This design comes from an exercise in tuning for small area, a short achievable clock period and few clock cycles per item on the open sky130 flow, not from production work.
At most, simulation tests tie the RTL to the original design; equivalence was not proved.
Function not checked in runs 1 and 2: the RTL went through the layout flow alone.
In every run shown here, the design's own scripts or RTL, not TritonCTS, make the clock network.
The flow treats the clock pin as an ideal source. Dropping or thinning the clock tree relies on that and would not hold on a real chip.
Power figures rest on the tool's default switching activity, not on a simulated workload.

**flow/flow/run.sh**
```bash
#!/bin/bash
# Standard layout, with the port buffers made of the smallest buffer cell.
set -euo pipefail
export BUFFER_PORTS_ARGS="-buffer_cell sky130_fd_sc_hd__buf_1"
export SKIP_REPAIR_TIE_FANOUT=1
export PRE_CTS_TCL="$PWD/flow/pre_cts.tcl"
export MANUAL_CTS_NBUF=4
bash standard.sh > standard.log 2>&1
```
**flow/flow/pre_cts.tcl**
```tcl
# A one-level clock tree, built in place of TritonCTS's: the clock port
# drives NBUF clkbuf_16 buffers, each placed at the centre of one group of
# flip-flops and driving that group's clock pins. Every register sees the
# same single buffer stage, so no register's clock is deliberately skewed.
set nbuf $::env(MANUAL_CTS_NBUF)
set block [ord::get_db_block]
set db [ord::get_db]
set clk_net [$block findNet clk]

set pts {}
foreach it [$clk_net getITerms] {
  set bb [[$it getInst] getBBox]
  lappend pts [list $it [expr {([$bb xMin] + [$bb xMax]) / 2.0}] [expr {([$bb yMin] + [$bb yMax]) / 2.0}]]
}

# Recursive bisection at the median, across the longer side of each group's
# bounding box, into nbuf groups of equal size (nbuf a power of two).
proc bisect {pts n} {
  if {$n <= 1 || [llength $pts] < 2} { return [list $pts] }
  set xs {}; set ys {}
  foreach p $pts { lappend xs [lindex $p 1]; lappend ys [lindex $p 2] }
  set dx [expr {[tcl::mathfunc::max {*}$xs] - [tcl::mathfunc::min {*}$xs]}]
  set dy [expr {[tcl::mathfunc::max {*}$ys] - [tcl::mathfunc::min {*}$ys]}]
  set axis [expr {$dx >= $dy ? 1 : 2}]
  set sorted [lsort -real -index $axis $pts]
  set h [expr {[llength $sorted] / 2}]
  set half [expr {$n / 2}]
  return [concat [bisect [lrange $sorted 0 [expr {$h - 1}]] $half] [bisect [lrange $sorted $h end] $half]]
}
set groups [bisect $pts $nbuf]
set cents {}
foreach g $groups {
  set sx 0.0; set sy 0.0
  foreach p $g { set sx [expr {$sx + [lindex $p 1]}]; set sy [expr {$sy + [lindex $p 2]}] }
  set n [llength $g]
  lappend cents [list [expr {$sx / $n}] [expr {$sy / $n}]]
}
set nbuf [llength $groups]

set bufcell sky130_fd_sc_hd__clkbuf_16
if {[info exists ::env(MANUAL_CTS_BUF)]} { set bufcell $::env(MANUAL_CTS_BUF) }
set master [$db findMaster $bufcell]
for {set k 0} {$k < $nbuf} {incr k} {
  set g [lindex $groups $k]
  if {[llength $g] == 0} { continue }
  set b [odb::dbInst_create $block $master "clkbuf_man_$k"]
  set n [odb::dbNet_create $block "clknet_man_$k"]
  $n setSigType CLOCK
  [$b findITerm A] connect $clk_net
  [$b findITerm X] connect $n
  foreach p $g {
    set it [lindex $p 0]
    $it disconnect
    $it connect $n
  }
  set c [lindex $cents $k]
  $b setLocation [expr {int([lindex $c 0] - [$master getWidth] / 2)}] [expr {int([lindex $c 1] - [$master getHeight] / 2)}]
  $b setPlacementStatus PLACED
  puts "manual clock tree: clkbuf_man_$k drives [llength $g] clock pins"
}

# The tree is built: TritonCTS has nothing left to do.
proc clock_tree_synthesis {args} {
  set_propagated_clock [all_clocks]
  puts "clock_tree_synthesis skipped: the clock tree was built by flow/pre_cts.tcl"
}
```
**flow/standard.sh**
```bash
#!/bin/bash
# synth_recipe.tcl (not shown) runs the flow's synth.tcl, then flattens the netlist and writes it again
# the make line also repeats each setting of config.mk as NAME=value (left out here)
make -C /OpenROAD-flow-scripts/flow DESIGN_CONFIG=/design/flow/config.mk WORK_HOME=/design/flow/orfs CLKGATE_MAP_FILE= SYNTH_SCRIPT=/design/flow/synth_recipe.tcl "${@:-finish}"
```
**flow/config.mk**
```make
export PLATFORM = sky130hd
export DESIGN_NAME = divider
export DESIGN_NICKNAME = divider
export VERILOG_FILES = /design/flow/design.v
export SDC_FILE = /design/flow/constraint.sdc
export NUM_CORES = 4
export LEC_CHECK = 0
export ABC_AREA = 1
export CAP_MARGIN = 20
export CORE_MARGIN = 2
export CORE_UTILIZATION = 55
export SETUP_SLACK_MARGIN = 4.65
export SLEW_MARGIN = 20
```
**flow/constraint.sdc**
```tcl
create_clock -name core_clock -period 7.0 [get_ports {clk}]
set_input_delay 1.4000 -clock core_clock [delete_from_list [all_inputs] [get_ports {clk}]]
set_output_delay 1.4000 -clock core_clock [all_outputs]
set_load 0.01 [all_outputs]
```
**flow/design.v**
```verilog
module divider (clk, quot, rem, fin, dvdend, dvsor, reset);
	output [31:0] quot;
	output [63:0] rem;
	output fin;
	input [63:0] dvdend;
	input [31:0] dvsor;
	input clk, reset;
	reg [31:0] r;     
	reg [31:0] q;     
	reg [4:0] cnt;    
	reg ld;           
	reg fin;
	reg [31:0] d;     
	wire [31:0] a = {r[30:0], q[31]};
	wire [31:0] p = a ^ ~d;
	wire [31:0] g0 = {a[31:1] & ~d[31:1], a[0] | ~d[0]};
	wire [31:0] p0 = p;
	wire g1_1 = g0[1] | (p0[1] & g0[0]);
	wire p1_1 = p0[1] & p0[0];
	wire g1_3 = g0[3] | (p0[3] & g0[2]);
	wire p1_3 = p0[3] & p0[2];
	wire g1_5 = g0[5] | (p0[5] & g0[4]);
	wire p1_5 = p0[5] & p0[4];
	wire g1_7 = g0[7] | (p0[7] & g0[6]);
	wire p1_7 = p0[7] & p0[6];
	wire g1_9 = g0[9] | (p0[9] & g0[8]);
	wire p1_9 = p0[9] & p0[8];
	wire g1_11 = g0[11] | (p0[11] & g0[10]);
	wire p1_11 = p0[11] & p0[10];
	wire g1_13 = g0[13] | (p0[13] & g0[12]);
	wire p1_13 = p0[13] & p0[12];
	wire g1_15 = g0[15] | (p0[15] & g0[14]);
	wire p1_15 = p0[15] & p0[14];
	wire g1_17 = g0[17] | (p0[17] & g0[16]);
	wire p1_17 = p0[17] & p0[16];
	wire g1_19 = g0[19] | (p0[19] & g0[18]);
	wire p1_19 = p0[19] & p0[18];
	wire g1_21 = g0[21] | (p0[21] & g0[20]);
	wire p1_21 = p0[21] & p0[20];
	wire g1_23 = g0[23] | (p0[23] & g0[22]);
	wire p1_23 = p0[23] & p0[22];
	wire g1_25 = g0[25] | (p0[25] & g0[24]);
	wire p1_25 = p0[25] & p0[24];
	wire g1_27 = g0[27] | (p0[27] & g0[26]);
	wire p1_27 = p0[27] & p0[26];
	wire g1_29 = g0[29] | (p0[29] & g0[28]);
	wire p1_29 = p0[29] & p0[28];
	wire g1_31 = g0[31] | (p0[31] & g0[30]);
	wire p1_31 = p0[31] & p0[30];
	wire g2_3 = g1_3 | (p1_3 & g1_1);
	wire p2_3 = p1_3 & p1_1;
	wire g2_7 = g1_7 | (p1_7 & g1_5);
	wire p2_7 = p1_7 & p1_5;
	wire g2_11 = g1_11 | (p1_11 & g1_9);
	wire p2_11 = p1_11 & p1_9;
	wire g2_15 = g1_15 | (p1_15 & g1_13);
	wire p2_15 = p1_15 & p1_13;
	wire g2_19 = g1_19 | (p1_19 & g1_17);
	wire p2_19 = p1_19 & p1_17;
	wire g2_23 = g1_23 | (p1_23 & g1_21);
	wire p2_23 = p1_23 & p1_21;
	wire g2_27 = g1_27 | (p1_27 & g1_25);
	wire p2_27 = p1_27 & p1_25;
	wire g2_31 = g1_31 | (p1_31 & g1_29);
	wire p2_31 = p1_31 & p1_29;
	wire g3_5 = g1_5 | (p1_5 & g2_3);
	wire p3_5 = p1_5 & p2_3;
	wire g3_7 = g2_7 | (p2_7 & g2_3);
	wire p3_7 = p2_7 & p2_3;
	wire g3_13 = g1_13 | (p1_13 & g2_11);
	wire p3_13 = p1_13 & p2_11;
	wire g3_15 = g2_15 | (p2_15 & g2_11);
	wire p3_15 = p2_15 & p2_11;
	wire g3_21 = g1_21 | (p1_21 & g2_19);
	wire p3_21 = p1_21 & p2_19;
	wire g3_23 = g2_23 | (p2_23 & g2_19);
	wire p3_23 = p2_23 & p2_19;
	wire g3_29 = g1_29 | (p1_29 & g2_27);
	wire p3_29 = p1_29 & p2_27;
	wire g3_31 = g2_31 | (p2_31 & g2_27);
	wire p3_31 = p2_31 & p2_27;
	wire g4_9 = g1_9 | (p1_9 & g3_7);
	wire p4_9 = p1_9 & p3_7;
	wire g4_11 = g2_11 | (p2_11 & g3_7);
	wire p4_11 = p2_11 & p3_7;
	wire g4_13 = g3_13 | (p3_13 & g3_7);
	wire p4_13 = p3_13 & p3_7;
	wire g4_15 = g3_15 | (p3_15 & g3_7);
	wire p4_15 = p3_15 & p3_7;
	wire g4_25 = g1_25 | (p1_25 & g3_23);
	wire p4_25 = p1_25 & p3_23;
	wire g4_27 = g2_27 | (p2_27 & g3_23);
	wire p4_27 = p2_27 & p3_23;
	wire g4_29 = g3_29 | (p3_29 & g3_23);
	wire p4_29 = p3_29 & p3_23;
	wire g4_31 = g3_31 | (p3_31 & g3_23);
	wire p4_31 = p3_31 & p3_23;
	wire g5_17 = g1_17 | (p1_17 & g4_15);
	wire p5_17 = p1_17 & p4_15;
	wire g5_19 = g2_19 | (p2_19 & g4_15);
	wire p5_19 = p2_19 & p4_15;
	wire g5_21 = g3_21 | (p3_21 & g4_15);
	wire p5_21 = p3_21 & p4_15;
	wire g5_23 = g3_23 | (p3_23 & g4_15);
	wire p5_23 = p3_23 & p4_15;
	wire g5_25 = g4_25 | (p4_25 & g4_15);
	wire p5_25 = p4_25 & p4_15;
	wire g5_27 = g4_27 | (p4_27 & g4_15);
	wire p5_27 = p4_27 & p4_15;
	wire g5_29 = g4_29 | (p4_29 & g4_15);
	wire p5_29 = p4_29 & p4_15;
	wire g5_31 = g4_31 | (p4_31 & g4_15);
	wire p5_31 = p4_31 & p4_15;
	wire g6_2 = g0[2] | (p0[2] & g1_1);
	wire p6_2 = p0[2] & p1_1;
	wire g6_4 = g0[4] | (p0[4] & g2_3);
	wire p6_4 = p0[4] & p2_3;
	wire g6_6 = g0[6] | (p0[6] & g3_5);
	wire p6_6 = p0[6] & p3_5;
	wire g6_8 = g0[8] | (p0[8] & g3_7);
	wire p6_8 = p0[8] & p3_7;
	wire g6_10 = g0[10] | (p0[10] & g4_9);
	wire p6_10 = p0[10] & p4_9;
	wire g6_12 = g0[12] | (p0[12] & g4_11);
	wire p6_12 = p0[12] & p4_11;
	wire g6_14 = g0[14] | (p0[14] & g4_13);
	wire p6_14 = p0[14] & p4_13;
	wire g6_16 = g0[16] | (p0[16] & g4_15);
	wire p6_16 = p0[16] & p4_15;
	wire g6_18 = g0[18] | (p0[18] & g5_17);
	wire p6_18 = p0[18] & p5_17;
	wire g6_20 = g0[20] | (p0[20] & g5_19);
	wire p6_20 = p0[20] & p5_19;
	wire g6_22 = g0[22] | (p0[22] & g5_21);
	wire p6_22 = p0[22] & p5_21;
	wire g6_24 = g0[24] | (p0[24] & g5_23);
	wire p6_24 = p0[24] & p5_23;
	wire g6_26 = g0[26] | (p0[26] & g5_25);
	wire p6_26 = p0[26] & p5_25;
	wire g6_28 = g0[28] | (p0[28] & g5_27);
	wire p6_28 = p0[28] & p5_27;
	wire g6_30 = g0[30] | (p0[30] & g5_29);
	wire p6_30 = p0[30] & p5_29;
	wire [31:0] c = {g6_30, g5_29, g6_28, g5_27, g6_26, g5_25, g6_24, g5_23, g6_22, g5_21, g6_20, g5_19, g6_18, g5_17, g6_16, g4_15, g6_14, g4_13, g6_12, g4_11, g6_10, g4_9, g6_8, g3_7, g6_6, g3_5, g6_4, g2_3, g6_2, g1_1, g0[0], 1'b1};    
	wire [31:0] diff = p ^ c;
	wire nb = r[31] | g5_31;    
	always @(posedge clk) begin
		ld <= reset;
		d <= dvsor;
		if (reset) begin
			fin <= 1'b0;
			cnt <= 5'd0;
		end else if (!ld) begin
			cnt <= cnt + 5'd1;
			if (cnt == 5'd31)
				fin <= 1'b1;
		end
		if (ld) begin
			r <= dvdend[63:32];
			q <= dvdend[31:0];
		end else begin
			r <= nb ? diff : a;
			q <= {q[30:0], nb};
		end
	end
	assign quot = q;
	assign rem = {r, 32'h0};
endmodule
```
==> results of run 1 <==
## kinds of logic after synthesis
family,count (synthesis),share of synthesized area (%)
other,1,0.0720
adders and majority gates,49,14.1
xor gates and xnor gates,15,2.52
buffers and inverters,151,13.9
DFF,103,39.6
AOI/OAI and AO/OA,24,2.79
and+or+nand+nor,343,27.0
## how the worst max path moves through the flow
stage / startpoint / endpoint / slack (ns) / cells after the start
after floorplan: q[31] / r[28] / 4.63 / 17
after global placement: r[16] / r[30] / 4.19 / 12
after detailed placement: r[16] / r[28] / 4.15 / 12
after CTS: q[31] / r[28] / 4.55 / 17
after global routing: d[12] / r[22] / 4.39 / 15
final: q[31] / r[14] / 4.54 / 17
## power by group through the flow
stage	logic [mW]	clock network, mW	registers, mW
2_1_floorplan	0.865	0	0.870
6_report	1.43	0.257	0.842
3_3_place_gp	1.12	0	0.834
3_5_place_dp	1.15	0	0.839
5_1_grt	1.61	0.279	0.862
4_1_cts	1.25	0.262	0.830
## per-stage QoR
stage | power (mW) | setup WS, ns | std cells | hold WS [ns] | cell area, um^2
6_report | 2.53 | 4.54 | 929 | 0.439 | 6220
5_1_grt | 2.75 | 4.39 | 929 | 0.452 | 6220
4_1_cts | 2.34 | 4.55 | 916 | 0.445 | 5900
3_5_place_dp | 1.99 | 4.15 | 904 | 0.430 | 5650
3_3_place_gp | 1.95 | 4.19 | 904 | 0.421 | 5640
2_1_floorplan | 1.74 | 4.63 | 686 | 0.444 | 5260
## worst max-delay path, cell delays in order, from the launching register on
cell,delay (ns)
dfxtp_2,0.34
inv_2,0.05
ha_4,0.15
fa_2,0.33
inv_2,0.07
nand3_2,0.07
nand2_2,0.08
nand2_2,0.06
nand2_4,0.09
inv_1,0.08
nor2_2,0.13
nor2_2,0.08
o21bai_2,0.17
fa_2,0.46
inv_1,0.06
nand2_1,0.05
nand3_1,0.06
nand2_1,0.05
## routing by layer
layer	up-vias	global-route usage [%]	wire (um)
met5	-	0	0
met4	0	2.91	171
met3	9	2.76	959
met2	145	39.7	5950
met1	2035	29.2	5310
li1	2323	-	-
## sequential cells by signal, indices dropped and copies added (netlist names)
register	flops
d	32
q	32
r	32
cnt	5
fin	1
ld	1
## layout make-up
type	count	area share, %
repair buffers	180	12.3
multi-input cells	436	44.7
flip-flops and latches	103	33.3
inverters	95	5.77
plain buffers	4	1.61
well taps	111	2.23
## cells in the final DEF, fill, tap and decap left out, drive strengths merged
cell    Yosys  routed
dfxtp     103     103
xor2        9       9
nand3      68      68
a21oi      17      18
inv        95      95
nor3b       1       1
clkbuf     13       4
a31o        1       1
a31oi       4       4
xnor2       6       6
nor2       20      20
ha         33      33
o21bai      2       2
nor3        5       5
fa         16      16
nand2     249     252
conb        1       1
buf        43     180
## timing repair
item	CTS	global route
setup endpoints to repair	32	32
cloned	2	2
hold buffers	0	0
pin swaps	10	24
resized for setup	13	43
setup buffers	6	11
==> summary.txt, run 1 <==
- CP Class: flip-flop to flip-flop
- WHS Path Cells: 2
- Sw Ratio: 43.7%
- Die area: 0.0103 mm^2
- Peak VDD IR: 0.000263 V
- Register area: 0.00207 mm^2
- Synth top area cells: dfxtp_1 (40%), nand2_1 (18%), ha_1 (7.9%)
- Worst Reg2Reg Path Length in Cells: 17
- Combinational power share: 56.5%
- Routed WL per cell: 13.3 um
- Total GRT Usage: 22.1%
- Core area: 0.00920 mm^2
- Net Sw Power: 1.11 mW
- Dpl hpwl: 8040 um
- Final Slew Violations: 0
- Slew of the pin with the lowest slew margin: 0.725 ns
- Die Ht: 101 um
- Initial core utilization: 56.6%
- Final Critical Period: 2.46 ns
- Endpoints failing hold: 0
- P&R area growth vs syn: 19.5%
- Netlist cell types: 26
- Largest net degree at the start of global routing: 71
- Mapped cell area: 0.00520 mm^2
- Multi-input gate area: 0.00278 mm^2
- Num rows: 35
- FF+latch count, synth: 103
- LEAKAGE: 3.08 nW
- First-pass GRT wire length: 18800 um
- Vias/cell: 4.86
- Io pins: 195
- DR iter-0 viols: 104
- R2r setup slk: 4.54 ns
- Max Fclk: 407 MHz
- Internal power: 1.42 mW
- Worst-Skew Late Latency: 0.17 ns
- Hold Path Class: flip-flop to flip-flop
- Max_cap viols: 0
- Seq/Total Area, Yosys: 39.6%
- Status: timing/DRC/antenna clean
- Min-delay src: q[30]
- Syn Nets: 833
- WP data arrival: 2.53 ns
- Core Util, Final: 67.6%
- RSZ-0062 raised after global routing: true
- Post-route setup TNS: 0 ns
- Initial antenna violation count: 0
- Vias in the first global route: 4255
- Antenna cells: 0
- Setup-failing EPs final: 0
- Congestion Overflow GR: 0
- PortBufs: 162
- Layout cells sized above 1: 10.6%
- Skew final: 0.00897 ns
- Post-synth EDFFs: 0
- Mean Syn Cell Area: 7.59 um^2
- Drt total wl: 12400 um
- Post-synth top area share: 39.6%
- Post-synth ARST share: 0%
- Leading area contributor after synthesis: dfxtp_1
- Critical path endpoint category: flip-flop
- Slew margin rel.: 51.7%
- Power share of the clock group: 10.2%
- Routed Antenna Nets: 0
- Worst r2r src: q[31]
- Die Width: 101 um
- RR Endpoint: r[14]
- Most common cell in the synthesized netlist: nand2_1
- Commonest cells in the netlist: nand2_1 (246), dfxtp_1 (103), inv_1 (94)
- DRC Markers: 0
- Mapped Cells: 686
- Final period util: 35.1%
- DR pass1 iterations: 4
- Final net count: 967
- Worst-path clk slew: 0.11 ns
- Required time worst endpoint: 7.07 ns
- Primary FF master, synth: dfxtp_1
- CP startpoint kind: flip-flop
- CP Max Fanout: 3
- Endpoint of the worst hold path: q[31]
- Part of the power in registers: 33.3%
- Final GP Congestion: 0.806
- Pwr Density: 407 mW/mm^2
- Vias: 4512
- # fillers: 810
- Synth warn: 1
==> run 2, diff against run 1 <==
--- a/flow/flow/run.sh
+++ b/flow/flow/run.sh
@@ -6,3 +6,4 @@
 export PRE_CTS_TCL="$PWD/flow/pre_cts.tcl"
 export MANUAL_CTS_NBUF=4
+export ADDER_MAP_FILE=
 bash standard.sh > standard.log 2>&1
--- a/flow/config.mk
+++ b/flow/config.mk
@@ -10,4 +10,4 @@
 export CORE_MARGIN = 2
 export CORE_UTILIZATION = 55
-export SETUP_SLACK_MARGIN = 4.65
+export SETUP_SLACK_MARGIN = 4.75
 export SLEW_MARGIN = 20
==> run 2 against run 1 <==
Effect of this change:
- sequential share of layout area grew 0.79 points
- critical path depth shrank 16
- via count grew 10%
- wire length grew 2.8%
- clock skew grew 0.0059 ns
- critical endpoint is now rem[48]
- largest cell class unchanged
==> summary.txt, run 2 <==
- Antenna cells: 0
- Buf+Inv Stages, Crit Path: 1
- Total GRT Usage: 23.3%
- Io pins: 195
- Synth warn: 1
- P&R area growth vs syn: 15.5%
- Max Fclk: 458 MHz
- Final period util: 31.2%
- Largest net degree at the start of global routing: 78
- Vias: 4974
- Final Critical Period: 2.19 ns
- Syn Nets: 881
- Required time worst endpoint: 5.60 ns
- Initial core utilization: 56.9%
- Status: timing/DRC/antenna clean
- Top delay family on crit path: flip-flops
- Congestion Overflow GR: 0
- CP peak stage delay: 0.42 ns
- Synth top area cells: dfxtp_1 (39%), nand2_1 (23%), inv_1 (6.5%)
- Commonest non-fill, non-tap cell in the layout: nand2_1
- # fillers: 868
- Primary FF master, synth: dfxtp_1
- Netlist cell types: 41
- FF+latch count, synth: 103
- Hold Path Class: flip-flop to flip-flop
- DRC Markers: 0
- Die Width: 102 um
- Total power: 2.29 mW
- Final net count: 1017
- Commonest cells after routing, fill and taps aside: nand2_1 (321), buf_1 (162), dfxtp_1 (96)
- Vias in the first global route: 4677
- CP Class: flip-flop to output port
- Most common cell in the synthesized netlist: nand2_1
- Pwr Density: 378 mW/mm^2
- RSZ-0062 raised after global routing: false
- Die Ht: 102 um
- Final GP Congestion: 0.863
- Crit path cell chain: buf_1
- Num rows: 35
- First-pass GRT wire length: 20100 um
- Layout cells sized above 1: 10.5%
- Placement-stage cell area: 0.00568 mm^2
- Worst-Skew Late Latency: 0.16 ns
- Final Slew Violations: 0
- Mapped Cells: 783
- DR iter-0 viols: 174
- Multi-input gate area: 0.00259 mm^2
- Leading area contributor after synthesis: dfxtp_1
- Setup-failing EPs final: 0
- Register area: 0.00207 mm^2
- Post-synth EDFFs: 0
- Routed Antenna Nets: 0
- Post-synth top area share: 39.2%
- Post-synth ARST share: 0%
- PortBufs: 162
- DR pass1 iterations: 4
- Peak VDD IR: 0.000202 V
- Post-route setup TNS: 0 ns
- Seq/Total Area, Yosys: 39.2%
- CP Max Fanout: 5
- Commonest cells in the netlist: nand2_1 (322), dfxtp_1 (103), inv_1 (91)
- Core area: 0.00924 mm^2
- Crit-path slowest cell: dfxtp_1
- Vias/cell: 4.76
- WP data arrival: 0.79 ns
- Mean Syn Cell Area: 6.71 um^2
- Mapped cell area: 0.00526 mm^2
- CP startpoint kind: flip-flop
- Endpoints failing hold: 0
- Die area: 0.0104 mm^2
- Critical path endpoint category: output port
- Dpl hpwl: 8700 um
- Top flop regs: d (32), q (32), r (32)
- Max_cap viols: 0
- Slew margin rel.: 47.6%
- Skew final: 0.0148 ns
- Initial antenna violation count: 0
- Worst-path clk slew: 0.10 ns
- LEAKAGE: 3.14 nW
- Drt total wl: 12700 um
- Design area: 0.00607 mm^2
- Routed WL per cell: 12.2 um
- Slew of the pin with the lowest slew margin: 0.786 ns
## run 2: changes by cell type after synthesis, moves of 10 or more
cell,delta
nor2_1,+26
o21ai_0,+13
ha_1,-33
nand2_1,+76
fa_1,-16
o211ai_2,+10
o21ai_1,+14
nand3_1,-33
## run 2: final timing paths
path              cells past startpoint  slack [ns]  startpoint      end
hold reg to reg                       2        0.45        q[9]    q[10]
hold / removal                        2        0.45        q[9]    q[10]
setup / recovery                      1        4.81       r[16]  rem[48]
setup reg to reg                     14        4.87       r[29]     r[5]
## run 2: stage by stage
stage	hold WS (ns)	util [%]	setup slack, ns	cells
3_3_place_gp	0.424	61.5	4.37	1024
3_5_place_dp	0.432	61.5	4.31	1024
6_report	0.452	65.7	4.81	1046
2_1_floorplan	0.447	-	5.18	783
5_1_grt	0.475	65.7	4.73	1046
4_1_cts	0.453	63.5	4.78	1034
## run 2: layout make-up
class / instances / share of cell area, %
multi-input cells: 532 / 42.6
flip-flops and latches: 103 / 34.1
repair buffers: 176 / 12.6
inverters: 102 / 6.31
well taps: 129 / 2.66
plain buffers: 4 / 1.65
## run 2: repair_timing
action,4_1_cts,5_1_grt
gates resized for setup,4,19
gates cloned,2,3
setup endpoints to repair,33,33
setup buffers,4,8
hold buffers,0,0
pin swaps,1,7
## run 2: logic make-up after synthesis
kind of cell | Yosys count | synth area share, %
compound gates | 65 | 8.14
simple gates | 449 | 36.2
other cells | 1 | 0.0714
xor+xnor | 12 | 2.29
flops | 103 | 39.2
buf+inv | 153 | 14.0
## run 2: power breakdown
| group | total, mW | switching, mW | internal, mW |
|---|---|---|---|
| logic | 1.23 | 0.765 | 0.465 |
| registers | 0.812 | 0.107 | 0.706 |
| clock network | 0.253 | 0.147 | 0.105 |
## run 2: layer usage
layer	vias up	track usage, %	part of all wire, %
met4	0	5.93	2.4
met1	2185	28.2	44
li1	2620	-	-
met3	20	4.90	7.5
met2	149	41.9	46
met5	-	0	0
==> run 3, diff against run 2 <==
==> flow/design.v (replaced) <==
module divider (clk, quot, rem, fin, dvdend, dvsor, reset);
	output [31:0] quot;
	output [63:0] rem;
	output fin;
	input [63:0] dvdend;
	input [31:0] dvsor;
	input clk, reset;
	reg [31:0] r;     
	reg [31:0] q;     
	reg [4:0] cnt;    
	reg ld;           
	reg fin;
	reg [31:0] d;     
	wire [31:0] a = {r[30:0], q[31]};
	wire [31:0] p = a ^ ~d;
	wire [31:0] g0 = {a[31:1] & ~d[31:1], a[0] | ~d[0]};
	wire [31:0] p0 = p;
	wire g1_1 = g0[1] | (p0[1] & g0[0]);
	wire p1_1 = p0[1] & p0[0];
	wire g1_3 = g0[3] | (p0[3] & g0[2]);
	wire p1_3 = p0[3] & p0[2];
	wire g1_5 = g0[5] | (p0[5] & g0[4]);
	wire p1_5 = p0[5] & p0[4];
	wire g1_7 = g0[7] | (p0[7] & g0[6]);
	wire p1_7 = p0[7] & p0[6];
	wire g1_9 = g0[9] | (p0[9] & g0[8]);
	wire p1_9 = p0[9] & p0[8];
	wire g1_11 = g0[11] | (p0[11] & g0[10]);
	wire p1_11 = p0[11] & p0[10];
	wire g1_13 = g0[13] | (p0[13] & g0[12]);
	wire p1_13 = p0[13] & p0[12];
	wire g1_15 = g0[15] | (p0[15] & g0[14]);
	wire p1_15 = p0[15] & p0[14];
	wire g1_17 = g0[17] | (p0[17] & g0[16]);
	wire p1_17 = p0[17] & p0[16];
	wire g1_19 = g0[19] | (p0[19] & g0[18]);
	wire p1_19 = p0[19] & p0[18];
	wire g1_21 = g0[21] | (p0[21] & g0[20]);
	wire p1_21 = p0[21] & p0[20];
	wire g1_23 = g0[23] | (p0[23] & g0[22]);
	wire p1_23 = p0[23] & p0[22];
	wire g1_25 = g0[25] | (p0[25] & g0[24]);
	wire p1_25 = p0[25] & p0[24];
	wire g1_27 = g0[27] | (p0[27] & g0[26]);
	wire p1_27 = p0[27] & p0[26];
	wire g1_29 = g0[29] | (p0[29] & g0[28]);
	wire p1_29 = p0[29] & p0[28];
	wire g1_31 = g0[31] | (p0[31] & g0[30]);
	wire p1_31 = p0[31] & p0[30];
	wire g2_3 = g1_3 | (p1_3 & g1_1);
	wire p2_3 = p1_3 & p1_1;
	wire g2_7 = g1_7 | (p1_7 & g1_5);
	wire p2_7 = p1_7 & p1_5;
	wire g2_11 = g1_11 | (p1_11 & g1_9);
	wire p2_11 = p1_11 & p1_9;
	wire g2_15 = g1_15 | (p1_15 & g1_13);
	wire p2_15 = p1_15 & p1_13;
	wire g2_19 = g1_19 | (p1_19 & g1_17);
	wire p2_19 = p1_19 & p1_17;
	wire g2_23 = g1_23 | (p1_23 & g1_21);
	wire p2_23 = p1_23 & p1_21;
	wire g2_27 = g1_27 | (p1_27 & g1_25);
	wire p2_27 = p1_27 & p1_25;
	wire g2_31 = g1_31 | (p1_31 & g1_29);
	wire p2_31 = p1_31 & p1_29;
	wire g3_7 = g2_7 | (p2_7 & g2_3);
	wire p3_7 = p2_7 & p2_3;
	wire g3_15 = g2_15 | (p2_15 & g2_11);
	wire p3_15 = p2_15 & p2_11;
	wire g3_23 = g2_23 | (p2_23 & g2_19);
	wire p3_23 = p2_23 & p2_19;
	wire g3_31 = g2_31 | (p2_31 & g2_27);
	wire p3_31 = p2_31 & p2_27;
	wire g4_15 = g3_15 | (p3_15 & g3_7);
	wire p4_15 = p3_15 & p3_7;
	wire g4_31 = g3_31 | (p3_31 & g3_23);
	wire p4_31 = p3_31 & p3_23;
	wire g5_31 = g4_31 | (p4_31 & g4_15);
	wire p5_31 = p4_31 & p4_15;
	wire g6_23 = g3_23 | (p3_23 & g4_15);
	wire p6_23 = p3_23 & p4_15;
	wire g7_11 = g2_11 | (p2_11 & g3_7);
	wire p7_11 = p2_11 & p3_7;
	wire g7_19 = g2_19 | (p2_19 & g4_15);
	wire p7_19 = p2_19 & p4_15;
	wire g7_27 = g2_27 | (p2_27 & g6_23);
	wire p7_27 = p2_27 & p6_23;
	wire g8_5 = g1_5 | (p1_5 & g2_3);
	wire p8_5 = p1_5 & p2_3;
	wire g8_9 = g1_9 | (p1_9 & g3_7);
	wire p8_9 = p1_9 & p3_7;
	wire g8_13 = g1_13 | (p1_13 & g7_11);
	wire p8_13 = p1_13 & p7_11;
	wire g8_17 = g1_17 | (p1_17 & g4_15);
	wire p8_17 = p1_17 & p4_15;
	wire g8_21 = g1_21 | (p1_21 & g7_19);
	wire p8_21 = p1_21 & p7_19;
	wire g8_25 = g1_25 | (p1_25 & g6_23);
	wire p8_25 = p1_25 & p6_23;
	wire g8_29 = g1_29 | (p1_29 & g7_27);
	wire p8_29 = p1_29 & p7_27;
	wire g9_2 = g0[2] | (p0[2] & g1_1);
	wire p9_2 = p0[2] & p1_1;
	wire g9_4 = g0[4] | (p0[4] & g2_3);
	wire p9_4 = p0[4] & p2_3;
	wire g9_6 = g0[6] | (p0[6] & g8_5);
	wire p9_6 = p0[6] & p8_5;
	wire g9_8 = g0[8] | (p0[8] & g3_7);
	wire p9_8 = p0[8] & p3_7;
	wire g9_10 = g0[10] | (p0[10] & g8_9);
	wire p9_10 = p0[10] & p8_9;
	wire g9_12 = g0[12] | (p0[12] & g7_11);
	wire p9_12 = p0[12] & p7_11;
	wire g9_14 = g0[14] | (p0[14] & g8_13);
	wire p9_14 = p0[14] & p8_13;
	wire g9_16 = g0[16] | (p0[16] & g4_15);
	wire p9_16 = p0[16] & p4_15;
	wire g9_18 = g0[18] | (p0[18] & g8_17);
	wire p9_18 = p0[18] & p8_17;
	wire g9_20 = g0[20] | (p0[20] & g7_19);
	wire p9_20 = p0[20] & p7_19;
	wire g9_22 = g0[22] | (p0[22] & g8_21);
	wire p9_22 = p0[22] & p8_21;
	wire g9_24 = g0[24] | (p0[24] & g6_23);
	wire p9_24 = p0[24] & p6_23;
	wire g9_26 = g0[26] | (p0[26] & g8_25);
	wire p9_26 = p0[26] & p8_25;
	wire g9_28 = g0[28] | (p0[28] & g7_27);
	wire p9_28 = p0[28] & p7_27;
	wire g9_30 = g0[30] | (p0[30] & g8_29);
	wire p9_30 = p0[30] & p8_29;
	wire [31:0] c = {g9_30, g8_29, g9_28, g7_27, g9_26, g8_25, g9_24, g6_23, g9_22, g8_21, g9_20, g7_19, g9_18, g8_17, g9_16, g4_15, g9_14, g8_13, g9_12, g7_11, g9_10, g8_9, g9_8, g3_7, g9_6, g8_5, g9_4, g2_3, g9_2, g1_1, g0[0], 1'b1};    
	wire [31:0] diff = p ^ c;
	wire nb = r[31] | g5_31;    
	always @(posedge clk) begin
		ld <= reset;
		d <= dvsor;
		if (reset) begin
			fin <= 1'b0;
			cnt <= 5'd0;
		end else if (!ld) begin
			cnt <= cnt + 5'd1;
			if (cnt == 5'd31)
				fin <= 1'b1;
		end
		if (ld) begin
			r <= dvdend[63:32];
			q <= dvdend[31:0];
		end else begin
			r <= nb ? diff : a;
			q <= {q[30:0], nb};
		end
	end
	assign quot = q;
	assign rem = {r, 32'h0};
endmodule
==> run 3 against run 2 <==
Effect of this change:
- first-iteration DRC count down 16%
- final area down 3.0%
- power down 8.7%
- final cell count down 8.6%
- still clean
==> summary.txt, run 3 <==
- Core area: 0.00876 mm^2
- Synth top area cells: dfxtp_1 (41%), nand2_1 (19%), inv_1 (5.5%)
- Final Non-Filler Cells: 956
- Max Fclk: 452 MHz
- GR Layer Usage met3: 5.34%
- Register area: 0.00208 mm^2
- Buf+Inv Stages, Crit Path: 1
- Synth Area in Compound Gates: 9.30%
- Final GP Congestion: 0.829
- DR pass1 iterations: 4
- Syn Nets: 810
- RR Endpoint: r[25]
- DP Cell Count: 931
- Most common cell in the synthesized netlist: nand2_1
- Die area: 0.00988 mm^2
- Num rows: 34
- Vias in the first global route: 4293
- Routed WL per cell: 12.6 um
- Pwr Density: 356 mW/mm^2
- RSZ-0062 raised after global routing: true
- Synth warn: 1
- Initial antenna violation count: 0
- Final Slew Violations: 0
- Io pins: 195
- Critical path endpoint category: output port
- CP Depth: 1
- First-pass GRT wire length: 18700 um
- Endpoints failing hold: 0
- Netlist cell types: 44
- Slew margin rel.: 64.1%
- Post-synth EDFFs: 0
- Final net count: 948
- Crit path cell chain: buf_1
- Synth Area in Adders: 0%
- Post-synth ARST share: 0%
- Simple-gate area share of the yosys netlist: 31.3%
- R2r setup slk: 4.85 ns
- Commonest cells after routing, fill and taps aside: nand2_1 (250), buf_1 (162), dfxtp_1 (91)
- Commonest cells in the netlist: nand2_1 (257), dfxtp_1 (103), inv_1 (73)
- Min-delay src: q[26]
- Primary FF master, synth: dfxtp_1
- Proportion of synthesized area in mux cells: 0%
- Vias/cell: 4.89
- Worst r2r src: r[11]
- Met2 Usage GRT: 40.4%
- DRC Markers: 0
- Die Width: 99.4 um
- Worst-path clk slew: 0.10 ns
- P&R area growth vs syn: 17.7%
- Crit-path slowest cell: dfxtp_1
- Commonest non-fill, non-tap cell in the layout: nand2_1
- PortBufs: 162
- Post-route setup TNS: 0 ns
- Drt total wl: 12100 um
- Dpl hpwl: 8000 um
- Skew final: 0.0166 ns
- Slew of the pin with the lowest slew margin: 0.538 ns
- Routed Antenna Nets: 0
- Setup-failing EPs final: 0
- WP data arrival: 0.81 ns
- Max_cap viols: 0
- FF+latch count, synth: 103
- # fillers: 815
- Main combinational cell family by area after synthesis: simple AND/OR/NAND/NOR gates
- Top flop regs: d (32), q (32), r (32)
- Mapped Cells: 712
- CP startpoint kind: flip-flop
- Status: timing/DRC/antenna clean
- Multi-input gate area: 0.00255 mm^2
- Worst-Skew Late Latency: 0.17 ns
- CP Max Fanout: 4
- Endpoint of the worst hold path: q[27]
- Cts hold-fix bufs: 0
- Die Ht: 99.4 um
- LEAKAGE: 2.86 nW
- Synth Area in XOR/XNOR: 5.50%
- Layout cells sized above 1: 11.7%
- Leading area contributor after synthesis: dfxtp_1
- CP Class: flip-flop to output port
- Seq/Total Area, Yosys: 41.2%
- Mean Syn Cell Area: 7.03 um^2
- WHS Path Cells: 2
- Required time worst endpoint: 5.60 ns
- Peak VDD IR: 0.000225 V
- Worst Reg2Reg Path Length in Cells: 13
- Met1 GRT Util: 27.6%
- Final period util: 31.6%
- Final Critical Period: 2.21 ns
- Top delay family on crit path: flip-flops
- Post-synth top area share: 41.2%
- Antenna cells: 0
- Congestion Overflow GR: 0
- Mapped cell area: 0.00500 mm^2
- Largest net degree at the start of global routing: 73
- Hold Path Class: flip-flop to flip-flop
- Vias: 4679
- Initial core utilization: 57.1%
- GR peak layer: met2
- CP peak stage delay: 0.42 ns
- DR iter-0 viols: 146
- Total GRT Usage: 22.3%
run 3: where the power goes:
part / leakage (nW) / switching, mW / internal [mW] / total, mW
Sequential: 0.867 / 0.0919 / 0.693 / 0.785
Clock: 0.0493 / 0.147 / 0.105 / 0.253
Combinational: 1.94 / 0.634 / 0.424 / 1.06
Total: 2.86 / 0.873 / 1.22 / 2.10
run 3: cell families (layout without fill, tap and decap cells):
family,count (synthesis),in the layout
xor+xnor,28,28
simple gates,373,380
compound gates,80,80
buf+inv,127,256
other cells,1,1
flops,103,103
run 3: routing by layer:
metal,up-vias,part of all wire [%]
met5,-,0
met4,0,1.6
met3,19,8.8
met2,134,48
met1,2078,42
li1,2448,-
run 3: how the worst max path moves through the flow:
stage,startpoint,endpoint,slack [ns]
floorplan,r[20],r[29],5.10
global placement,r[28],r[25],4.42
detailed placement,r[20],r[25],4.30
CTS,r[20],r[25],4.76
global route,r[22],r[31],4.67
finish,r[24],rem[56],4.79
run 3: final cells by class:
cell class,instances,share of cell area [%]
Sequential cell,103,35.3
Timing Repair Buffer,177,12.5
Multi-Input combinational cell,489,43.2
Tap cell,108,2.29
Inverter,75,4.95
Buffer,4,1.70
run 3: what timing repair did:
action,in CTS,in global routing
setup buffers,4,10
gates resized for setup,7,43
cloned,2,5
pin swaps,1,12
setup endpoints to repair,36,37
run 3: through the flow:
stage               hold WS, ns  power, mW  area (um^2)  util [%]  worst slack [ns]
finish                    0.447       2.10         5890      67.2              4.79
global route              0.471       2.26         5890      67.2              4.67
CTS                       0.445       1.96         5590      63.8              4.76
detailed placement        0.431       1.66         5410      61.7              4.30
global placement          0.421       1.64         5410      61.7              4.42
floorplan                 0.447       1.49         5000         -              5.10
Testbench counts of run 3, summed over its fixed seeds: cycles 108,800, items 3,200.
==> run 4, diff against run 3 <==
--- a/flow/config.mk
+++ b/flow/config.mk
@@ -10,4 +10,4 @@
 export CORE_MARGIN = 2
 export CORE_UTILIZATION = 55
-export SETUP_SLACK_MARGIN = 4.75
+export SETUP_SLACK_MARGIN = 4.85
 export SLEW_MARGIN = 20
==> run 4 against run 3 <==
Effect of this change:
- via count up 3.5%
- wire length rose by 7.7%
- register-to-register slack got worse by 0.11 ns
- final area grew 7.0%
- synthesized area stayed put
- critical endpoint is now r[24]
- largest cell class unchanged
- largest power group unchanged
==> summary.txt, run 4 <==
- Status: timing/DRC/antenna clean
- Cts hold-fix bufs: 0
- Routed Antenna Nets: 0
- Mapped cell area: 0.00500 mm^2
- Die Width: 99.4 um
- Part of the power in registers: 35.3%
- Io pins: 195
- Most common cell in the synthesized netlist: nand2_1
- Power share of the clock group: 11.2%
- # fillers: 759
- Seq/Total Area, Yosys: 41.2%
- Netlist cell types: 44
- Layout cells sized above 1: 23.0%
- Vias in the first global route: 4370
- Hold Path Class: flip-flop to flip-flop
- Mapped Cells: 712
- Final net count: 961
- CP startpoint kind: flip-flop
- Largest net degree at the start of global routing: 73
- Leading area contributor after synthesis: dfxtp_1
- Combinational power share: 53.6%
- Internal power: 1.31 mW
- Dpl hpwl: 8000 um
- Top flop regs: d (32), q (32), r (32)
- Post-route setup TNS: 0 ns
- Final Critical Period: 2.26 ns
- Drt total wl: 13000 um
- Sw Ratio: 42.2%
- DRC Markers: 0
- Post-synth ARST share: 0%
- Max Fclk: 442 MHz
- Commonest non-fill, non-tap cell in the layout: nand2_1
- Final GP Congestion: 0.829
- Initial core utilization: 57.1%
- Commonest cells after routing, fill and taps aside: nand2_1 (233), buf_1 (152), dfxtp_1 (71)
- DR pass1 iterations: 4
- Pwr Density: 359 mW/mm^2
- Slew margin rel.: 61.4%
- Routed WL per cell: 13.4 um
- Primary FF master, synth: dfxtp_1
- Initial antenna violation count: 0
- RSZ-0062 raised after global routing: true
- Antenna cells: 0
- CP Max Fanout: 5
- LEAKAGE: 3.04 nW
- CP Class: flip-flop to flip-flop
- Num rows: 34
- Required time worst endpoint: 7.09 ns
- Net Sw Power: 0.957 mW
- Syn Nets: 810
- Peak VDD IR: 0.000228 V
- Total GRT Usage: 23.1%
- P&R area growth vs syn: 26.0%
- CP Depth: 12
- Buf+Inv Stages, Crit Path: 4
- Synth warn: 1
- Congestion Overflow GR: 0
- Die area: 0.00988 mm^2
- Crit-path slowest cell: dfxtp_2
- Design area: 0.00630 mm^2
- Vias: 4842
- Crit path cell chain: inv_1, or2_1, nand2_1, nor2_1, nor3b_4, buf_4, nand3_4, buf_12, nand3b_4, buf_6, o21ai_2, o21ai_1
- Setup-failing EPs final: 0
- Post-synth EDFFs: 0
- DR iter-0 viols: 190
- Slew of the pin with the lowest slew margin: 0.578 ns
- Top delay family on crit path: simple AND/OR/NAND/NOR gates
- Placement-stage cell area: 0.00541 mm^2
- Skew final: 0.0184 ns
- CP peak stage delay: 0.35 ns
- Total power: 2.27 mW
- Max_cap viols: 0
- Synth top area cells: dfxtp_1 (41%), nand2_1 (19%), inv_1 (5.5%)
- Core Util, Final: 71.9%
- WP data arrival: 2.35 ns
- Final period util: 32.3%
- WHS Path Cells: 2
- Post-synth top area share: 41.2%
- FF+latch count, synth: 103
- Worst-path clk slew: 0.11 ns
- Core area: 0.00876 mm^2
- Commonest cells in the netlist: nand2_1 (257), dfxtp_1 (103), inv_1 (73)
- Worst-Skew Late Latency: 0.17 ns
- Critical path endpoint category: flip-flop
- Final Slew Violations: 0
- Endpoints failing hold: 0
- Die Ht: 99.4 um
- First-pass GRT wire length: 19300 um
- Vias/cell: 5.00
- Mean Syn Cell Area: 7.03 um^2
- Worst Reg2Reg Path Length in Cells: 12
- PortBufs: 162
-- run 4: cell counts after synthesis --
Identical to the previous run, type by type.
-- run 4: final timing paths --
kind                end  slack, ns  start
hold / removal    q[27]       0.44  q[26]
hold reg to reg   q[27]       0.44  q[26]
setup reg to reg  r[24]       4.74  r[15]
setup / recovery  r[24]       4.74  r[15]
-- run 4: timing repair --
action	4_1_cts	5_1_grt
pin swaps	3	40
hold endpoints to repair	0	0
gates cloned	3	4
gates resized for setup	26	135
setup buffers	5	22
setup endpoints to repair	48	51
-- run 4: metrics by stage --
step / hold slack, ns / setup WS, ns / instances
2_1_floorplan: 0.447 / 5.10 / 712
3_3_place_gp: 0.421 / 4.42 / 931
3_5_place_dp: 0.431 / 4.30 / 931
4_1_cts: 0.445 / 4.79 / 943
5_1_grt: 0.470 / 4.64 / 969
6_report: 0.440 / 4.74 / 969
-- run 4: layer usage --
layer / global-route usage (%) / routed length [um] / vias to the layer above
met5: 0 / 0 / -
met4: 2.63 / 201 / 0
met3: 5.13 / 1040 / 18
met2: 42.5 / 6390 / 151
met1: 28.6 / 5360 / 2194
li1: - / - / 2479
-- run 4: final cells by class --
class	count	area, um^2	area share, %
Multi-Input combinational cell	489	2760	43.8
Buffer	4	100	1.59
Timing Repair Buffer	190	891	14.1
Sequential cell	103	2110	33.5
Tap cell	108	135	2.14
Inverter	75	302	4.78
-- run 4: worst min-delay path, stage by stage (launching register included) --
cell,delay (ns)
dfxtp_1,0.32
nand2_1,0.06
nand2_1,0.04
-- run 4: cell families (layout without fill, tap and decap cells) --
kind of cell,after synthesis,in the layout,share of synthesized area (%)
and+or+nand+nor,373,380,31.3
xor gates and xnor gates,28,28,5.50
DFF,103,103,41.2
other,1,1,0.0749
AOI/OAI and AO/OA,80,80,9.30
buffers and inverters,127,269,12.6
-- run 4: power by group through the flow --
stage / registers (mW) / logic [mW] / clock network (mW)
after floorplan: 0.814 / 0.672 / 0
final: 0.799 / 1.21 / 0.253
after global placement: 0.782 / 0.857 / 0
after detailed placement: 0.784 / 0.876 / 0
after global routing: 0.815 / 1.34 / 0.282
after CTS: 0.780 / 0.967 / 0.260
==> run 5, diff against run 4 <==
--- a/flow/config.mk
+++ b/flow/config.mk
@@ -10,4 +10,4 @@
 export CORE_MARGIN = 2
 export CORE_UTILIZATION = 55
-export SETUP_SLACK_MARGIN = 4.85
+export SETUP_SLACK_MARGIN = 4.7
 export SLEW_MARGIN = 20
==> run 5 against run 4 <==
Effect of this change:
- still clean
- register-to-register slack better by 0.15 ns
- wire length is 7.6% lower
- synthesized cell count stayed put
- critical path depth is 11 lower
- synthesized area stayed put
- critical endpoint is now rem[56]
==> summary.txt, run 5 <==
- Initial core utilization: 57.1%
- Mapped cell area: 0.00500 mm^2
- WHS Path Cells: 2
- Hold Path Class: flip-flop to flip-flop
- Status: timing/DRC/antenna clean
- Critical path endpoint category: output port
- Slew margin rel.: 64.1%
- CP Max Fanout: 4
- Crit-path slowest cell: dfxtp_1
- Core Util, Final: 66.7%
- # fillers: 824
- Synth Area in XOR/XNOR: 5.50%
- Final period util: 31.5%
- Proportion of synthesized area in mux cells: 0%
- Drt total wl: 12000 um
- Peak VDD IR: 0.000226 V
- Required time worst endpoint: 5.60 ns
- Syn Nets: 810
- First-pass GRT wire length: 18800 um
- Min-delay src: q[26]
- Max Fclk: 454 MHz
- Seq/Total Area, Yosys: 41.2%
- Main combinational cell family by area after synthesis: simple AND/OR/NAND/NOR gates
- Synth Area in Adders: 0%
- Congestion Overflow GR: 0
- DR iter-0 viols: 123
- Commonest non-fill, non-tap cell in the layout: nand2_1
- Post-synth EDFFs: 0
- RSZ-0062 raised after global routing: false
- Slew of the pin with the lowest slew margin: 0.538 ns
- Core area: 0.00876 mm^2
- Initial antenna violation count: 0
- Netlist cell types: 44
- Top flop regs: d (32), q (32), r (32)
- Num rows: 34
- Layout cells sized above 1: 10.0%
- CP Class: flip-flop to output port
- Mapped Cells: 712
- Largest net degree at the start of global routing: 73
- Vias/cell: 4.88
- Synth top area cells: dfxtp_1 (41%), nand2_1 (19%), inv_1 (5.5%)
- Pwr Density: 355 mW/mm^2
- Total GRT Usage: 22.5%
- Endpoint of the worst hold path: q[27]
- RR Endpoint: r[23]
- Routed WL per cell: 12.6 um
- Post-route setup TNS: 0 ns
- Antenna cells: 0
- CP peak stage delay: 0.42 ns
- Most common cell in the synthesized netlist: nand2_1
- Die area: 0.00988 mm^2
- Leading area contributor after synthesis: dfxtp_1
- Worst Reg2Reg Path Length in Cells: 14
- Mean Syn Cell Area: 7.03 um^2
- Worst-path clk slew: 0.10 ns
- Total power: 2.07 mW
- P&R area growth vs syn: 16.8%
- Skew final: 0.0158 ns
- FF+latch count, synth: 103
- Primary FF master, synth: dfxtp_1
- Endpoints failing hold: 0
- Synth Area in Compound Gates: 9.30%
- Final Slew Violations: 0
- Vias: 4651
- Max_cap viols: 0
- Commonest cells after routing, fill and taps aside: nand2_1 (254), buf_1 (162), dfxtp_1 (92)
- Buf+Inv Stages, Crit Path: 1
- Final net count: 946
- Final Critical Period: 2.20 ns
- Vias in the first global route: 4275
- Post-synth top area share: 41.2%
- Crit path cell chain: buf_1
- CP startpoint kind: flip-flop
- Simple-gate area share of the yosys netlist: 31.3%
- Dpl hpwl: 8000 um
- Post-synth ARST share: 0%
- Cts hold-fix bufs: 0
- DRC Markers: 0
- Io pins: 195
- Synth warn: 1
- Final GP Congestion: 0.829
- PortBufs: 162
- LEAKAGE: 2.85 nW
- Setup-failing EPs final: 0
- R2r setup slk: 4.89 ns
- Worst-Skew Late Latency: 0.16 ns
- Commonest cells in the netlist: nand2_1 (257), dfxtp_1 (103), inv_1 (73)
- Worst r2r src: r[22]
- Die Width: 99.4 um
- WP data arrival: 0.80 ns
- Routed Antenna Nets: 0
- Top delay family on crit path: flip-flops
- Die Ht: 99.4 um
- DR pass1 iterations: 5
-- run 5: cell count changes in the layout (fill, tap and decap cells not counted), moves of 8 or more --
cell / change
buf_1: +10
nor2_2: -13
nor2_1: +16
o21ai_1: +11
nand2_1: +21
nand2_2: -15
o21ai_2: -12
dfxtp_1: +21
inv_1: +8
buf_4: -8
dfxtp_2: -18
-- run 5: repair_timing --
action,in CTS,in global routing
resized for setup,5,34
endpoints found under the setup margin,36,36
pin swaps,1,10
setup buffers,4,8
gates cloned,2,5
-- run 5: layer usage --
metal / GRT usage, % / vias to the layer above / wire (um) / part of all wire [%]
met5: 0 / - / 0 / 0
met4: 3.58 / 0 / 201 / 1.7
met3: 5.20 / 16 / 1040 / 8.7
met2: 40.6 / 137 / 5680 / 47
met1: 27.8 / 2062 / 5080 / 42
li1: - / 2436 / - / -
-- run 5: how the worst max path moves through the flow --
stage                from  endpoint  cells after the start
global placement    r[28]     r[25]                     12
detailed placement  r[20]     r[25]                     13
finish              r[24]   rem[56]                      1
global route        r[22]     r[31]                     14
floorplan           r[20]     r[29]                     13
CTS                 r[12]     r[26]                     15
-- run 5: layout make-up --
class | instances | area (um^2) | share of cell area (%)
buffer | 4 | 100 | 1.71
inverter | 75 | 294 | 5.03
multi-input combinational | 489 | 2510 | 43.0
sequential | 103 | 2080 | 35.6
tap | 108 | 135 | 2.31
timing repair buffer | 175 | 722 | 12.4
-- run 5: metrics by stage --
stage | setup slack [ns] | instance area [um^2] | hold WS [ns] | cells
floorplan | 5.10 | 5000 | 0.447 | 712
global placement | 4.42 | 5410 | 0.421 | 931
detailed placement | 4.30 | 5410 | 0.431 | 931
global route | 4.68 | 5840 | 0.471 | 954
CTS | 4.67 | 5580 | 0.445 | 941
finish | 4.80 | 5840 | 0.447 | 954
-- run 5: cell families after synthesis --
family	Yosys count
buffers and inverters	127
flip-flops	103
AND/OR/NAND/NOR	373
XOR/XNOR	28
other	1
AO/OA/AOI/OAI	80
-- run 5: report_power, final --
group / leakage, nW / switching (mW) / internal (mW)
clock: 0.0493 / 0.147 / 0.105
sequential: 0.867 / 0.0910 / 0.693
combinational: 1.93 / 0.621 / 0.414
==> run 6, diff against run 5 <==
--- a/flow/config.mk
+++ b/flow/config.mk
@@ -10,4 +10,4 @@
 export CORE_MARGIN = 2
 export CORE_UTILIZATION = 55
-export SETUP_SLACK_MARGIN = 4.7
+export SETUP_SLACK_MARGIN = 4.65
 export SLEW_MARGIN = 20
==> run 6 against run 5 <==
Effect of this change:
- hold slack about the same
- critical path depth unchanged
- sequential power down 0.6%
- sequential share of layout area up 0.49 points
- final cell count down 0.42%
- synthesized cell count unchanged
- utilization down 1.1 points
- power down 2.0%
- first-iteration DRC count up 9.8%
- register-to-register slack worse by 0.11 ns
- largest power group unchanged
==> summary.txt, run 6 <==
- Final period util: 32.0%
- Setup ws final: 4.76 ns
- Worst r2r src: r[18]
- Hold slack: 0.446 ns
- CP Class: flip-flop to output port
- Initial core utilization: 57.1%
- CP Max Fanout: 7
- Internal power: 1.19 mW
- Routed Antenna Nets: 0
- Peak VDD IR: 0.000225 V
- Initial antenna violation count: 0
- Vias/cell: 4.87
- Required time worst endpoint: 5.60 ns
- R2r setup slk: 4.78 ns
- Seq/Total Area, Yosys: 41.2%
- Net Sw Power: 0.839 mW
- Power share of the clock group: 12.4%
- Io pins: 195
- Top delay family on crit path: flip-flops
- Total GRT Usage: 22.4%
- Syn Nets: 810
- Post-route setup TNS: 0 ns
- Critical path endpoint category: output port
- Setup Slack @ Placement: 4.30 ns
- Setup-failing EPs final: 0
- LEAKAGE: 2.81 nW
- PortBufs: 162
- Congestion Overflow GR: 0
- Slew margin rel.: 49.8%
- DR iter-0 viols: 135
- Primary FF master, synth: dfxtp_1
- RSZ-0062 raised after global routing: true
- Cts hold-fix bufs: 0
- Final Critical Period: 2.24 ns
- Mapped Cells: 712
- Vias: 4626
- Worst-path clk slew: 0.10 ns
- P&R area growth vs syn: 14.9%
- Slew of the pin with the lowest slew margin: 0.753 ns
- Register area: 0.00207 mm^2
- Synth top area cells: dfxtp_1 (41%), nand2_1 (19%), inv_1 (5.5%)
- Max_cap viols: 0
- Worst-Skew Late Latency: 0.16 ns
- Sw Ratio: 41.3%
- Endpoint of the worst hold path: q[27]
- Routed WL per cell: 12.4 um
- Status: timing/DRC/antenna clean
- Antenna cells: 0
- Netlist cell types: 44
- Commonest cells after routing, fill and taps aside: nand2_1 (257), buf_1 (162), dfxtp_1 (96)
- # fillers: 838
- Endpoints failing hold: 0
- Final Slew Violations: 0
- Hold Path Class: flip-flop to flip-flop
- Mean Syn Cell Area: 7.03 um^2
- Final net count: 942
- WL met3: 974 um
- Synth warn: 1
- Leading area contributor after synthesis: dfxtp_1
- Max Fclk: 447 MHz
- Crit path cell chain: buf_1
- Die Width: 99.4 um
- Commonest cells in the netlist: nand2_1 (257), dfxtp_1 (103), inv_1 (73)
- Post-synth EDFFs: 0
- WHS Path Cells: 2
- Final GP Congestion: 0.829
- Commonest non-fill, non-tap cell in the layout: nand2_1
- CP peak stage delay: 0.48 ns
- Routed wl met2: 5620 um
- FF+latch count, synth: 103
- Num rows: 34
- Post-synth ARST share: 0%
- Combinational power share: 49.2%
- Multi-input gate area: 0.00244 mm^2
- Worst Reg2Reg Path Length in Cells: 11
- Largest net degree at the start of global routing: 73
- Min-delay src: q[26]
- Part of the power in registers: 38.4%
- WP data arrival: 0.84 ns
- DRC Markers: 0
- Most common cell in the synthesized netlist: nand2_1
- Die area: 0.00988 mm^2
- Layout cells sized above 1: 8.43%
- Skew final: 0.0153 ns
- Die Ht: 99.4 um
- Buf+Inv Stages, Crit Path: 1
- Top Layer Used: met4
- Dpl hpwl: 8000 um
- Crit-path slowest cell: dfxtp_1
- First-pass GRT wire length: 18700 um
- Top flop regs: d (32), q (32), r (32)
- Post-synth top area share: 41.2%
- DR pass1 iterations: 4
- Pwr Density: 353 mW/mm^2
- CP startpoint kind: flip-flop
- Metal1 wirelength: 5030 um
- Mapped cell area: 0.00500 mm^2
- Drt total wl: 11800 um
- Vias in the first global route: 4242
- Core area: 0.00876 mm^2
- RR Endpoint: r[4]
-- run 6: cell counts after synthesis --
No cell type changed its count.
-- run 6: logic make-up (layout without fill, tap and decap cells) --
logic type,count (synthesis),count (layout),synth area share (%)
DFF,103,103,41.2
other,1,1,0.0749
xor gates and xnor gates,28,28,5.50
and+or+nand+nor,373,378,31.3
buffers and inverters,127,252,12.6
AOI/OAI and AO/OA,80,80,9.30
-- run 6: timing repair --
action	4_1_cts	5_1_grt
endpoints found under the setup margin	34	35
setup buffers	0	10
resized for setup	5	19
pin swaps	1	10
gates cloned	2	3
-- run 6: how the worst max path moves through the flow --
| stage | from | endpoint | cells past startpoint |
|---|---|---|---|
| global route | r[21] | r[2] | 14 |
| finish | r[31] | rem[63] | 1 |
| floorplan | r[20] | r[29] | 13 |
| detailed placement | r[20] | r[25] | 13 |
| global placement | r[28] | r[25] | 12 |
| CTS | r[0] | r[25] | 14 |
-- run 6: stage by stage --
step / instances / area (um^2) / util, % / power, mW
finish: 950 / 5750 / 65.6 / 2.03
global route: 950 / 5750 / 65.6 / 2.20
CTS: 937 / 5550 / 63.3 / 1.94
detailed placement: 931 / 5410 / 61.7 / 1.66
global placement: 931 / 5410 / 61.7 / 1.64
floorplan: 712 / 5000 / - / 1.49
-- run 6: layout make-up --
type / instances / area share (%)
multi-input combinational: 487 / 42.5
sequential: 103 / 36.1
timing repair buffer: 173 / 12.2
inverter: 75 / 5.11
tap: 108 / 2.35
buffer: 4 / 1.74
-- run 6: power by group through the flow --
| stage | Clock (mW) | Combinational, mW | Sequential [mW] |
|---|---|---|---|
| after global placement | 0 | 0.857 | 0.782 |
| after CTS | 0.260 | 0.911 | 0.774 |
| after detailed placement | 0 | 0.876 | 0.784 |
| final | 0.252 | 0.998 | 0.779 |
| after global routing | 0.281 | 1.13 | 0.795 |
| after floorplan | 0 | 0.672 | 0.814 |
-- run 6: routing by layer --
metal  vias up  track usage [%]
li1       2428                -
met1      2056             27.9
met2       130             40.4
met3        12             5.20
met4         0             3.27
met5         -                0
==> run 7, diff against run 6 <==
--- a/flow/config.mk
+++ b/flow/config.mk
@@ -10,4 +10,4 @@
 export CORE_MARGIN = 2
 export CORE_UTILIZATION = 55
-export SETUP_SLACK_MARGIN = 4.65
+export SETUP_SLACK_MARGIN = 4.8
 export SLEW_MARGIN = 20
==> run 7 against run 6 <==
Effect of this change:
- final cell count rose by 0.84%
- critical path type is now flip-flop to flip-flop
- largest power group unchanged
- critical path depth rose by 10
- sequential share of layout area fell by 0.92 points
==> summary.txt, run 7 <==
- Congestion Overflow GR: 0
- Initial antenna violation count: 0
- Dpl hpwl: 8000 um
- Crit path cell chain: inv_1, or2_1, o21ai_1, a21oi_2, o21ai_1, nor2_4, buf_12, nand3b_4, nand2_1, o21ai_1, o21ai_1
- Skew final: 0.0162 ns
- Setup-failing EPs final: 0
- Commonest cells after routing, fill and taps aside: nand2_1 (245), buf_1 (161), dfxtp_1 (81)
- Crit-path slowest cell: dfxtp_1
- Die Width: 99.4 um
- Seq/Total Area, Yosys: 41.2%
- CP Max Fanout: 7
- Core area: 0.00876 mm^2
- DR iter-0 viols: 142
- Buf+Inv Stages, Crit Path: 2
- Design area: 0.00597 mm^2
- Post-synth EDFFs: 0
- Setup ws final: 4.82 ns
- Critical path endpoint category: flip-flop
- DRC Markers: 0
- Hold Path Class: flip-flop to flip-flop
- Layout cells sized above 1: 15.2%
- Synth warn: 1
- Worst-path clk slew: 0.10 ns
- Mean Syn Cell Area: 7.03 um^2
- Top flop regs: d (32), q (32), r (32)
- Top delay family on crit path: compound AO/OA/AOI/OAI gates
- CP Class: flip-flop to flip-flop
- Leading area contributor after synthesis: dfxtp_1
- Routed WL per cell: 13.0 um
- Post-route setup TNS: 0 ns
- Post-synth top area share: 41.2%
- Endpoints failing hold: 0
- Commonest cells in the netlist: nand2_1 (257), dfxtp_1 (103), inv_1 (73)
- Final net count: 950
- P&R area growth vs syn: 19.3%
- Commonest non-fill, non-tap cell in the layout: nand2_1
- Worst Reg2Reg Path Length in Cells: 11
- WHS Path Cells: 2
- Mapped Cells: 712
- Netlist cell types: 44
- LEAKAGE: 2.88 nW
- Syn Nets: 810
- Total GRT Usage: 23.0%
- Vias/cell: 4.92
- Required time worst endpoint: 7.04 ns
- Die Ht: 99.4 um
- Vias in the first global route: 4337
- Final GP Congestion: 0.829
- Num rows: 34
- CP startpoint kind: flip-flop
- Die area: 0.00988 mm^2
- Worst-Skew Late Latency: 0.16 ns
- Final period util: 31.1%
- Synth top area cells: dfxtp_1 (41%), nand2_1 (19%), inv_1 (5.5%)
- Pwr Density: 355 mW/mm^2
- Final Slew Violations: 0
- RSZ-0062 raised after global routing: true
- CP peak stage delay: 0.41 ns
- DR pass1 iterations: 4
- Max_cap viols: 0
- Setup Slack @ Placement: 4.30 ns
- Cts hold-fix bufs: 0
- Placement-stage cell area: 0.00541 mm^2
- Io pins: 195
- Slew of the pin with the lowest slew margin: 0.538 ns
- Routed Antenna Nets: 0
- Status: timing/DRC/antenna clean
- Largest net degree at the start of global routing: 73
- Slew margin rel.: 64.2%
- Initial core utilization: 57.1%
- Final Critical Period: 2.18 ns
- Mapped cell area: 0.00500 mm^2
- Post-synth ARST share: 0%
- Primary FF master, synth: dfxtp_1
- Max Fclk: 459 MHz
- PortBufs: 162
- First-pass GRT wire length: 19200 um
- Antenna cells: 0
- FF+latch count, synth: 103
- Most frequent CP cell: o21ai_1
- Most common cell in the synthesized netlist: nand2_1
- Peak VDD IR: 0.000225 V
- WP data arrival: 2.22 ns
- Vias: 4712
- CP Depth: 11
- Drt total wl: 12400 um
==> run 7: path summary, 6_finish.rpt <==
kind / start / end / slack, ns
worst max-delay path: r[23] / r[26] / 4.82
worst min register to register: q[26] / q[27] / 0.45
worst max register to register: r[23] / r[26] / 4.82
worst min-delay path: q[26] / q[27] / 0.45
==> run 7: cell type report <==
cell class | instances | area [um^2]
multi-input cells | 489 | 2590
inverters | 75 | 292
well taps | 108 | 135
repair buffers | 179 | 753
fillers | 820 | 2800
flip-flops and latches | 103 | 2100
plain buffers | 4 | 100
==> run 7: power breakdown <==
group	leakage (nW)	switching [mW]	internal, mW
combinational	1.97	0.645	0.432
clock	0.0493	0.146	0.105
sequential	0.868	0.0925	0.699
total	2.88	0.884	1.24
==> run 7: logic make-up (layout without fill, tap and decap cells) <==
group                     count (synthesis)  after routing  share of synthesized area [%]
and+or+nand+nor                         373            380                           31.3
buffers and inverters                   127            258                           12.6
DFF                                     103            103                           41.2
AOI/OAI and AO/OA                        80             80                           9.30
xor gates and xnor gates                 28             28                           5.50
other                                     1              1                         0.0749
==> run 7: per-stage QoR <==
stage,total power [mW],hold slack [ns],util (%),instances
floorplan,1.49,0.447,-,712
global placement,1.64,0.421,61.7,931
detailed placement,1.66,0.431,61.7,931
CTS,1.99,0.445,64.5,943
global route,2.29,0.473,68.1,958
finish,2.12,0.446,68.1,958
==> run 7: tightest hold or removal path: stages (launching register included) <==
cell and delay [ns]:
dfxtp_1 0.32, nand2_1 0.06, nand2_1 0.04
==> run 7: per-layer routing <==
layer | up-vias | wire length (um) | global-route usage (%)
met5 | - | 0 | 0
met4 | 0 | 157 | 2.85
met3 | 13 | 1000 | 5.20
met2 | 134 | 6070 | 42.2
met1 | 2118 | 5180 | 28.2
li1 | 2447 | - | -
==> run 7: timing repair <==
| item | in CTS | in global routing |
|---|---|---|
| endpoints found under the setup margin | 37 | 46 |
| pin swaps | 3 | 20 |
| resized for setup | 12 | 69 |
| buffers inserted | 5 | 11 |
| gates cloned | 3 | 4 |
| endpoints found under the hold margin | 0 | 0 |

[re-timing with driven ports]
The results above use ideal ports. As a check the final layouts listed here were re-extracted and re-timed, cells and wires unchanged. Step 1 assumes that a clkbuf_16 drives the clock port and a buf_2 every other input. Step 2 times the ports against the registers' clock, not the clock port: input delays grow and output delays shrink by t, the midpoint of the rising clock arrivals with the driver on. Three values: ideal ports, drivers, drivers and shift; two values: the first two.
run | t (ns) | setup slack, ns | worst register clock-pin slew, ns
run 1 | 0.242 | 4.541 / 4.541 / 4.541 | 0.11 / 0.11
run 2 | 0.240 | 4.814 / 4.731 / 4.872 | 0.10 / 0.10
run 3 | 0.240 | 4.789 / 4.706 / 4.850 | 0.10 / 0.10
run 4 | 0.240 | 4.739 / 4.737 / 4.739 | 0.11 / 0.11
run 5 | 0.238 | 4.797 / 4.716 / 4.887 | 0.10 / 0.10
run 6 | 0.239 | 4.761 / 4.679 / 4.782 | 0.10 / 0.10
run 7 | 0.239 | 4.820 / 4.750 / 4.820 | 0.10 / 0.10
After both steps every run listed still meets setup and hold.
